Source: an optimization exercise on an open RTL-to-GDS flow (aim: small area, a short achievable clock period and few clock cycles). Production flows keep margins and buffers that such runs may drop. No run shown here included a check of the RTL's function; only the layout flow was run. No activity file was given, so power comes from the tool's default toggle rates.

## flow/design.v (module list and top-level ports; edited modules follow where they fit)
// module fp_mult: 1578 lines
// module fa_cell: 6 lines
// module ha_cell: 6 lines
// module hold_mux: 7 lines
// module xor_cell: 5 lines
module fp_mult(A, B, clk, reset, C, done, flow);
  // ...
==> flow/flow/run.sh <==
#!/bin/bash
set -o pipefail
export BUFFER_PORTS_ARGS="-buffer_cell sky130_fd_sc_hd__buf_4"
bash standard.sh > standard.log 2>&1
==> flow/standard.sh <==
#!/bin/bash
# synth_recipe.tcl (not shown) runs the flow's synth.tcl, then flattens the netlist and writes it again
# the make line also repeats each setting of config.mk as NAME=value (left out here)
make -C /OpenROAD-flow-scripts/flow DESIGN_CONFIG=/design/flow/config.mk WORK_HOME=/design/flow/orfs CLKGATE_MAP_FILE= SYNTH_SCRIPT=/design/flow/synth_recipe.tcl "${@:-finish}"
==> flow/config.mk <==
export PLATFORM = sky130hd
export DESIGN_NAME = fp_mult
export DESIGN_NICKNAME = fp_mult
export VERILOG_FILES = /design/flow/design.v
export SDC_FILE = /design/flow/constraint.sdc
export NUM_CORES = 4
export LEC_CHECK = 0
export ABC_AREA = 1
export CAP_MARGIN = 20
export CORE_MARGIN = 2
export CORE_UTILIZATION = 40
export SLEW_MARGIN = 20
export SYNTH_HIERARCHICAL = 1
==> flow/constraint.sdc <==
create_clock -name core_clock -period 5.0 [get_ports {clk}]
set_input_delay 1.0000 -clock core_clock [delete_from_list [all_inputs] [get_ports {clk}]]
set_output_delay 1.0000 -clock core_clock [all_outputs]
set_load 0.01 [all_outputs]
==> impl_metrics.ini, run 1 <==
[outcome]
status = timing/DRC/antenna clean

[worst_setup_path]
endpoint = C[9]
worst_setup_path_end_kind = primary output
critical_path.top_delay_family = simple AND/OR/NAND/NOR gates
worst_r2r_startpoint = r_m[19]

[cells_and_area]
area_delta_synth_final_pct = 11.6
inverters = 235
reg_top3 = r_m x73, r_esum x9, r_sign x1
final_cell_mix = nand2_1, fa_1, xnor2_1
multi_input_area_share_pct = 73.7
final_util_pct = 45.1
num-multi-input-gates = 1947
multi_input_area_mm2 = 0.0154
final-nonclk-buf-share_pct = 8.53
final_common_cell = nand2_1

[die]
row_count = 79
die_w_um = 220

[routing]
postRouteAntennaNets = 0
dr_wl_met3_um = 4790

[synthesis]
synth_area_mm2 = 0.0187

[timing]
holdWs_ps = 452
finalCritPeriodShare_pct = 95.4
worst_pin_slew_ps = 1110
fin_ws_ps = 230
report.final.slew_viol_count = 0

[clock_tree]
ctsHoldBuffers = 0

[grt]
use_met2_pct = 39.7
grt_pass1_vias = 16962
antenna_found_initial = 0

[power]
p_int_mw = 5.93

[flow_run]
cap_viol_max_count = 0

[hold_path]
holdPathEnd = r_m[48]
==> inputs of run 2 (changes only) <==
--- a/flow/design.v
+++ b/flow/design.v
@@ -1261,58 +1261,58 @@
     wire s932, c933;
     fa_cell u_s932 (.a(c925), .b(s930), .c(c927), .s(s932), .co(c933));
     wire s934 = ~(pp345 ^ pp322);
     wire c935 = pp345 | pp322;
     wire s936, c937;
     ha_cell u_s936 (.a(c931), .b(s934), .s(s936), .co(c937));
     wire s938 = ~c935;
     wire c939 = c935;
-    wire g940 = pp27 & pp1;
-    wire p941 = pp27 ^ pp1;
-    wire g942 = pp28 & s346;
-    wire p943 = pp28 ^ s346;
-    wire g944 = c347 & s348;
-    wire p945 = c347 ^ s348;
-    wire g946 = s352 & s350;
-    wire p947 = s352 ^ s350;
-    wire g948 = s354 & s356;
-    wire p949 = s354 ^ s356;
-    wire g950 = s362 & s360;
-    wire p951 = s362 ^ s360;
-    wire g952 = s366 & s368;
-    wire p953 = s366 ^ s368;
-    wire g954 = c369 & s376;
-    wire p955 = c369 ^ s376;
-    wire g956 = s382 & s384;
-    wire p957 = s382 ^ s384;
-    wire g958 = s392 & s394;
-    wire p959 = s392 ^ s394;
-    wire g960 = c395 & s404;
-    wire p961 = c395 ^ s404;
-    wire g962 = c405 & s416;
-    wire p963 = c405 ^ s416;
-    wire g964 = s426 & s428;
-    wire p965 = s426 ^ s428;
-    wire g966 = c429 & s442;
-    wire p967 = c429 ^ s442;
-    wire g968 = c443 & s456;
-    wire p969 = c443 ^ s456;
-    wire g970 = c457 & s472;
-    wire p971 = c457 ^ s472;
-    wire g972 = c473 & s488;
-    wire p973 = c473 ^ s488;
-    wire g974 = c489 & s506;
-    wire p975 = c489 ^ s506;
-    wire g976 = s522 & s524;
-    wire p977 = s522 ^ s524;
-    wire g978 = c525 & s544;
-    wire p979 = c525 ^ s544;
-    wire g980 = c545 & s564;
-    wire p981 = c545 ^ s564;
+    wire g940, p941;
+    ha_cell u_g940 (.a(pp27), .b(pp1), .s(p941), .co(g940));
+    wire g942, p943;
+    ha_cell u_g942 (.a(pp28), .b(s346), .s(p943), .co(g942));
+    wire g944, p945;
+    ha_cell u_g944 (.a(c347), .b(s348), .s(p945), .co(g944));
+    wire g946, p947;
+    ha_cell u_g946 (.a(s352), .b(s350), .s(p947), .co(g946));
+    wire g948, p949;
+    ha_cell u_g948 (.a(s354), .b(s356), .s(p949), .co(g948));
+    wire g950, p951;
+    ha_cell u_g950 (.a(s362), .b(s360), .s(p951), .co(g950));
+    wire g952, p953;
+    ha_cell u_g952 (.a(s366), .b(s368), .s(p953), .co(g952));
+    wire g954, p955;
+    ha_cell u_g954 (.a(c369), .b(s376), .s(p955), .co(g954));
+    wire g956, p957;
+    ha_cell u_g956 (.a(s382), .b(s384), .s(p957), .co(g956));
+    wire g958, p959;
+    ha_cell u_g958 (.a(s392), .b(s394), .s(p959), .co(g958));
+    wire g960, p961;
+    ha_cell u_g960 (.a(c395), .b(s404), .s(p961), .co(g960));
+    wire g962, p963;
+    ha_cell u_g962 (.a(c405), .b(s416), .s(p963), .co(g962));
+    wire g964, p965;
+    ha_cell u_g964 (.a(s426), .b(s428), .s(p965), .co(g964));
+    wire g966, p967;
+    ha_cell u_g966 (.a(c429), .b(s442), .s(p967), .co(g966));
+    wire g968, p969;
+    ha_cell u_g968 (.a(c443), .b(s456), .s(p969), .co(g968));
+    wire g970, p971;
+    ha_cell u_g970 (.a(c457), .b(s472), .s(p971), .co(g970));
+    wire g972, p973;
+    ha_cell u_g972 (.a(c473), .b(s488), .s(p973), .co(g972));
+    wire g974, p975;
+    ha_cell u_g974 (.a(c489), .b(s506), .s(p975), .co(g974));
+    wire g976, p977;
+    ha_cell u_g976 (.a(s522), .b(s524), .s(p977), .co(g976));
+    wire g978, p979;
+    ha_cell u_g978 (.a(c525), .b(s544), .s(p979), .co(g978));
+    wire g980, p981;
+    ha_cell u_g980 (.a(c545), .b(s564), .s(p981), .co(g980));
     wire G982 = 1'b0 | (pp2 & g940);
     wire P983 = 1'b0;
     wire G984 = g942 | (p943 & G982);
     wire P985 = 1'b0;
     wire G986 = g944 | (p945 & G984);
     wire P987 = 1'b0;
     wire G988 = g946 | (p947 & G986);
     wire P989 = 1'b0;
@@ -1392,34 +1392,34 @@
     wire s1048, c1049;
     ha_cell u_s1048 (.a(r_m[44]), .b(r_m[45]), .s(s1048), .co(c1049));
     wire s1050, c1051;
     ha_cell u_s1050 (.a(r_m[46]), .b(r_m[47]), .s(s1050), .co(c1051));
     wire s1052, c1053;
     ha_cell u_s1052 (.a(r_m[48]), .b(r_m[49]), .s(s1052), .co(c1053));
     wire s1054, c1055;
     ha_cell u_s1054 (.a(r_m[50]), .b(r_m[51]), .s(s1054), .co(c1055));
-    wire g1056 = r_m[56] & r_m[57];
-    wire p1057 = r_m[56] ^ r_m[57];
-    wire g1058 = r_m[58] & r_m[59];
-    wire p1059 = r_m[58] ^ r_m[59];
-    wire g1060 = r_m[60] & r_m[61];
-    wire p1061 = r_m[60] ^ r_m[61];
-    wire g1062 = r_m[62] & r_m[63];
-    wire p1063 = r_m[62] ^ r_m[63];
-    wire g1064 = r_m[64] & r_m[65];
-    wire p1065 = r_m[64] ^ r_m[65];
-    wire g1066 = r_m[66] & r_m[67];
-    wire p1067 = r_m[66] ^ r_m[67];
-    wire g1068 = r_m[68] & r_m[69];
-    wire p1069 = r_m[68] ^ r_m[69];
-    wire g1070 = r_m[70] & r_m[71];
-    wire p1071 = r_m[70] ^ r_m[71];
-    wire g1072 = r_m[72] & r_m[73];
-    wire p1073 = r_m[72] ^ r_m[73];
+    wire g1056, p1057;
+    ha_cell u_g1056 (.a(r_m[56]), .b(r_m[57]), .s(p1057), .co(g1056));
+    wire g1058, p1059;
+    ha_cell u_g1058 (.a(r_m[58]), .b(r_m[59]), .s(p1059), .co(g1058));
+    wire g1060, p1061;
+    ha_cell u_g1060 (.a(r_m[60]), .b(r_m[61]), .s(p1061), .co(g1060));
+    wire g1062, p1063;
+    ha_cell u_g1062 (.a(r_m[62]), .b(r_m[63]), .s(p1063), .co(g1062));
+    wire g1064, p1065;
+    ha_cell u_g1064 (.a(r_m[64]), .b(r_m[65]), .s(p1065), .co(g1064));
+    wire g1066, p1067;
+    ha_cell u_g1066 (.a(r_m[66]), .b(r_m[67]), .s(p1067), .co(g1066));
+    wire g1068, p1069;
+    ha_cell u_g1068 (.a(r_m[68]), .b(r_m[69]), .s(p1069), .co(g1068));
+    wire g1070, p1071;
+    ha_cell u_g1070 (.a(r_m[70]), .b(r_m[71]), .s(p1071), .co(g1070));
+    wire g1072, p1073;
+    ha_cell u_g1072 (.a(r_m[72]), .b(r_m[73]), .s(p1073), .co(g1072));
     wire G1074 = r_m[54] | (r_m[55] & r_m[52]);
     wire P1075 = 1'b0;
     wire G1076 = g1056 | (p1057 & G1074);
     wire P1077 = 1'b0;
     wire G1078 = g1060 | (p1061 & g1058);
     wire P1079 = p1061 & p1059;
     wire G1080 = g1064 | (p1065 & g1062);
     wire P1081 = p1065 & p1063;
@@ -1435,18 +1435,42 @@
     wire P1091 = 1'b0;
     wire G1092 = G1084 | (P1085 & G1090);
     wire P1093 = 1'b0;
     wire cin = G1092;
     wire [25:0] r_a = {c1053, c1051, c1049, c1047, c1045, c1043, c1041, c1039, c1037, c1035, c1033, c1031, c1029, c1027, c1025, c1023, c1021, c1019, c1017, c1015, c1013, c1011, c1009, c1007, c1005, s1004};
     wire [24:0] r_b = {s1054, s1052, s1050, s1048, s1046, s1044, s1042, s1040, s1038, s1036, s1034, s1032, s1030, s1028, s1026, s1024, s1022, s1020, s1018, s1016, s1014, s1012, s1010, s1008, s1006};
     wire [24:0] xa = r_a[25:1];
     wire [24:0] xb = r_b;
-    wire [24:0] gg = xa & xb;
-    wire [24:0] pp = xa ^ xb;
+    wire [24:0] gg, pp;
+    ha_cell u_gp0 (.a(xa[0]), .b(xb[0]), .s(pp[0]), .co(gg[0]));
+    ha_cell u_gp1 (.a(xa[1]), .b(xb[1]), .s(pp[1]), .co(gg[1]));
+    ha_cell u_gp2 (.a(xa[2]), .b(xb[2]), .s(pp[2]), .co(gg[2]));
+    ha_cell u_gp3 (.a(xa[3]), .b(xb[3]), .s(pp[3]), .co(gg[3]));
+    ha_cell u_gp4 (.a(xa[4]), .b(xb[4]), .s(pp[4]), .co(gg[4]));
+    ha_cell u_gp5 (.a(xa[5]), .b(xb[5]), .s(pp[5]), .co(gg[5]));
+    ha_cell u_gp6 (.a(xa[6]), .b(xb[6]), .s(pp[6]), .co(gg[6]));
+    ha_cell u_gp7 (.a(xa[7]), .b(xb[7]), .s(pp[7]), .co(gg[7]));
+    ha_cell u_gp8 (.a(xa[8]), .b(xb[8]), .s(pp[8]), .co(gg[8]));
+    ha_cell u_gp9 (.a(xa[9]), .b(xb[9]), .s(pp[9]), .co(gg[9]));
+    ha_cell u_gp10 (.a(xa[10]), .b(xb[10]), .s(pp[10]), .co(gg[10]));
+    ha_cell u_gp11 (.a(xa[11]), .b(xb[11]), .s(pp[11]), .co(gg[11]));
+    ha_cell u_gp12 (.a(xa[12]), .b(xb[12]), .s(pp[12]), .co(gg[12]));
+    ha_cell u_gp13 (.a(xa[13]), .b(xb[13]), .s(pp[13]), .co(gg[13]));
+    ha_cell u_gp14 (.a(xa[14]), .b(xb[14]), .s(pp[14]), .co(gg[14]));
+    ha_cell u_gp15 (.a(xa[15]), .b(xb[15]), .s(pp[15]), .co(gg[15]));
+    ha_cell u_gp16 (.a(xa[16]), .b(xb[16]), .s(pp[16]), .co(gg[16]));
+    ha_cell u_gp17 (.a(xa[17]), .b(xb[17]), .s(pp[17]), .co(gg[17]));
+    ha_cell u_gp18 (.a(xa[18]), .b(xb[18]), .s(pp[18]), .co(gg[18]));
+    ha_cell u_gp19 (.a(xa[19]), .b(xb[19]), .s(pp[19]), .co(gg[19]));
+    ha_cell u_gp20 (.a(xa[20]), .b(xb[20]), .s(pp[20]), .co(gg[20]));
+    ha_cell u_gp21 (.a(xa[21]), .b(xb[21]), .s(pp[21]), .co(gg[21]));
+    ha_cell u_gp22 (.a(xa[22]), .b(xb[22]), .s(pp[22]), .co(gg[22]));
+    ha_cell u_gp23 (.a(xa[23]), .b(xb[23]), .s(pp[23]), .co(gg[23]));
+    ha_cell u_gp24 (.a(xa[24]), .b(xb[24]), .s(pp[24]), .co(gg[24]));
     wire G0_1 = gg[1] | (pp[1] & gg[0]);
     wire P0_1 = pp[1] & pp[0];
     wire G0_3 = gg[3] | (pp[3] & gg[2]);
     wire P0_3 = pp[3] & pp[2];
     wire G0_5 = gg[5] | (pp[5] & gg[4]);
     wire P0_5 = pp[5] & pp[4];
     wire G0_7 = gg[7] | (pp[7] & gg[6]);
     wire P0_7 = pp[7] & pp[6];
==> impl_metrics.ini, run 2 <==
[outcome]
status = timing/DRC/antenna clean

[die]
die-area_mm2 = 0.0483
start_util_pct = 40.3
die_w_um = 220
die_h_um = 220
core_area_mm2 = 0.0463
ios = 101
row_count = 79

[worst_setup_path]
setup.worst_path.start = r_m[17]
cp-start-kind = flop
path_max_fanout = 14
critPathKind = reg2out
worst_setup_path_end_kind = primary output
cp.required_ps = 4000
worst_r2r_startpoint = r_m[23]
cp_data_arrival_time_ps = 3760

[cells_and_area]
final_common_cell = nand2_1
largest_register_ffs = 73
n_fill_cell = 4649
area_delta_synth_final_pct = 10.6
final_cell_mix = nand2_1, fa_1, xnor2_1
multi_input_area_mm2 = 0.0153
drive_above_1_share_pct = 12.6
final_area_mm2 = 0.0206
reg_top3 = r_m x73, r_esum x9, r_sign x1
nets = 2878
regArea_mm2 = 0.00176
top_register = r_m

[clock_tree]
cts_root_buffer = clkbuf_16
clock_latency_ps = 360
cts_tree = done
cts.sinks = 83
ctsHoldBuffers = 0
numCtsBuffers = 9
ctsHtreeMaxLevel = 3
path_clk_slew_ps = 70
max-clock-path-buffers = 2

[synthesis]
syn_avg_cell_area_um2 = 7.85
synth_nets = 2828
synth_area_mm2 = 0.0186
netlist_instances = 2373
yosysWarningCount = 7

[timing]
fmax_mhz = 210
maxSlewHeadroom_pct = 45.7
holdWs_ps = 446
setup-tns-final_ps = 0
setup_violations = 0
hold_viol_final = 0
rsz0062_at_grt = no
fin_ws_ps = 241
min_period_ps = 4760
worst_pin_slew_ps = 814
clock_skew_ps = 0
report.final.slew_viol_count = 0
finalCritPeriodShare_pct = 95.2

[hold_path]
min_from = r_m[54]
min_path_type = reg2reg

[power]
power.leakage_nw = 9.52
fin_total_pwr_mw = 12.4
peakVddDrop_v = 0.000357
p_per_area_mw_per_mm2 = 602

[routing]
postRouteAntennaNets = 0
drt_wl_total_um = 59400
drtIter0Drc = 1471
via_per_inst = 5.51
vias = 16729
detail_route.first_pass.iterations = 6
wl_per_cell_um = 19.6
drc = 0

[placement]
post-place-ws_ps = 110
place.gp.congestion = 0.918
hpwl_um = 48500
post_dp_cell_area_mm2 = 0.0202
numPortBuffers = 99

[grt]
grt_pass1_wl_um = 93100
grt.total_usage_pct = 24.9
grt_pass1_vias = 16615
overflow = 0
grt_max_degree = 74
antenna_found_initial = 3

[flow_run]
cap_viol_max_count = 0
-- run 2: changes by cell type in the layout (fill, tap and decap cells not counted), sizes merged, moves of 5 or more --
| cell | previous run | this run |
|---|---|---|
| buf | 222 | 205 |
| nand3b | 6 | 0 |
| o221ai | 0 | 21 |
| nand3 | 145 | 85 |
| xnor2 | 254 | 238 |
| o22ai | 251 | 230 |
| xor2 | 22 | 33 |
| ha | 133 | 138 |
| fa | 256 | 251 |
| inv | 235 | 224 |
| o21ai | 79 | 91 |
-- run 2: path summary, 6_finish.rpt --
| path | endpoint | slack [ps] | cells past startpoint |
|---|---|---|---|
| worst max-delay path | C[0] | 240 | 19 |
| worst max register to register | r_m[23] | 4310 | 2 |
| worst min register to register | r_m[54] | 450 | 2 |
| worst min-delay path | r_m[54] | 450 | 2 |
-- run 2: worst max-delay path, stage by stage (launching register included) --
cell     delay (ps)
dfxtp_1         450
ha_1            290
ha_1            360
nand2_1         100
nor2_2          140
inv_2            70
nor2_4          180
nand2_2         120
inv_2           130
nand4_1         150
nand2_4         190
inv_2            90
nand2_1          80
nand3_2          80
nand2_1          90
nand2_2         130
nor2_8          300
nand3_1         120
o21ai_0         150
buf_4           180
-- run 2: layout make-up --
class / count / area share (%)
Clock inverter: 4 / 0.231
Antenna cell: 1 / 0.0121
Sequential cell: 83 / 8.55
Inverter: 226 / 4.15
Clock buffer: 12 / 1.29
Timing Repair Buffer: 205 / 7.71
Multi-Input combinational cell: 1898 / 74.4
Tap cell: 607 / 3.69
-- run 2: timing repair --
action | CTS | global route
endpoints found under the setup margin | 0 | 32
buffers inserted | 0 | 6
resized for setup | 0 | 6
-- run 2: power breakdown --
part | switching [mW] | leakage, nW | internal (mW)
sequential | 0.207 | 0.709 | 1.00
combinational | 6.14 | 8.66 | 4.35
clock | 0.288 | 0.155 | 0.426
-- run 2: layer usage --
metal / vias up / share of wire (%) / track usage (%)
met3: 133 / 7.8 / 4.00
li1: 7948 / - / -
met5: - / 0.039 / 0
met4: 4 / 3.8 / 9.60
met1: 7951 / 45 / 34.4
met2: 693 / 44 / 38.9
-- run 2: metrics by stage --
stage	utilization [%]	std cells
2_1_floorplan	-	2373
3_3_place_gp	43.6	3012
3_5_place_dp	43.6	3012
4_1_cts	44.3	3028
5_1_grt	44.5	3035
6_report	44.5	3036

[separate check: timing with driven ports]
The results above use ideal ports. As a check the final layouts listed here were re-extracted and re-timed, cells and wires unchanged.
Step 1: set_driving_cell puts a clkbuf_16 on clk and a buf_2 on each other input, an assumption about the parent block.
Step 2 times the ports against the registers' clock, not the clock port: input delays grow and output delays shrink by t, the midpoint of the rising clock arrivals with the driver on.
Slacks: no drivers / after step 1 / after step 2; pairs: no drivers / after step 1.
run	shift t [ns]	setup slack, ns	worst setup path after step 2	worst data-port slew with drivers (ns)	pins driven straight from the clock port
run 1	0.416	0.230 / 0.182 / -0.036	input to register	0.05	1
run 2	0.415	0.241 / 0.189 / 0.055	input to register	0.11	1
Met with ideal ports but missed after step 2: setup timing in run 1. The setup slack of run 1, which loses most, moves by -0.048 ns with the drivers and by -0.266 ns with both steps.
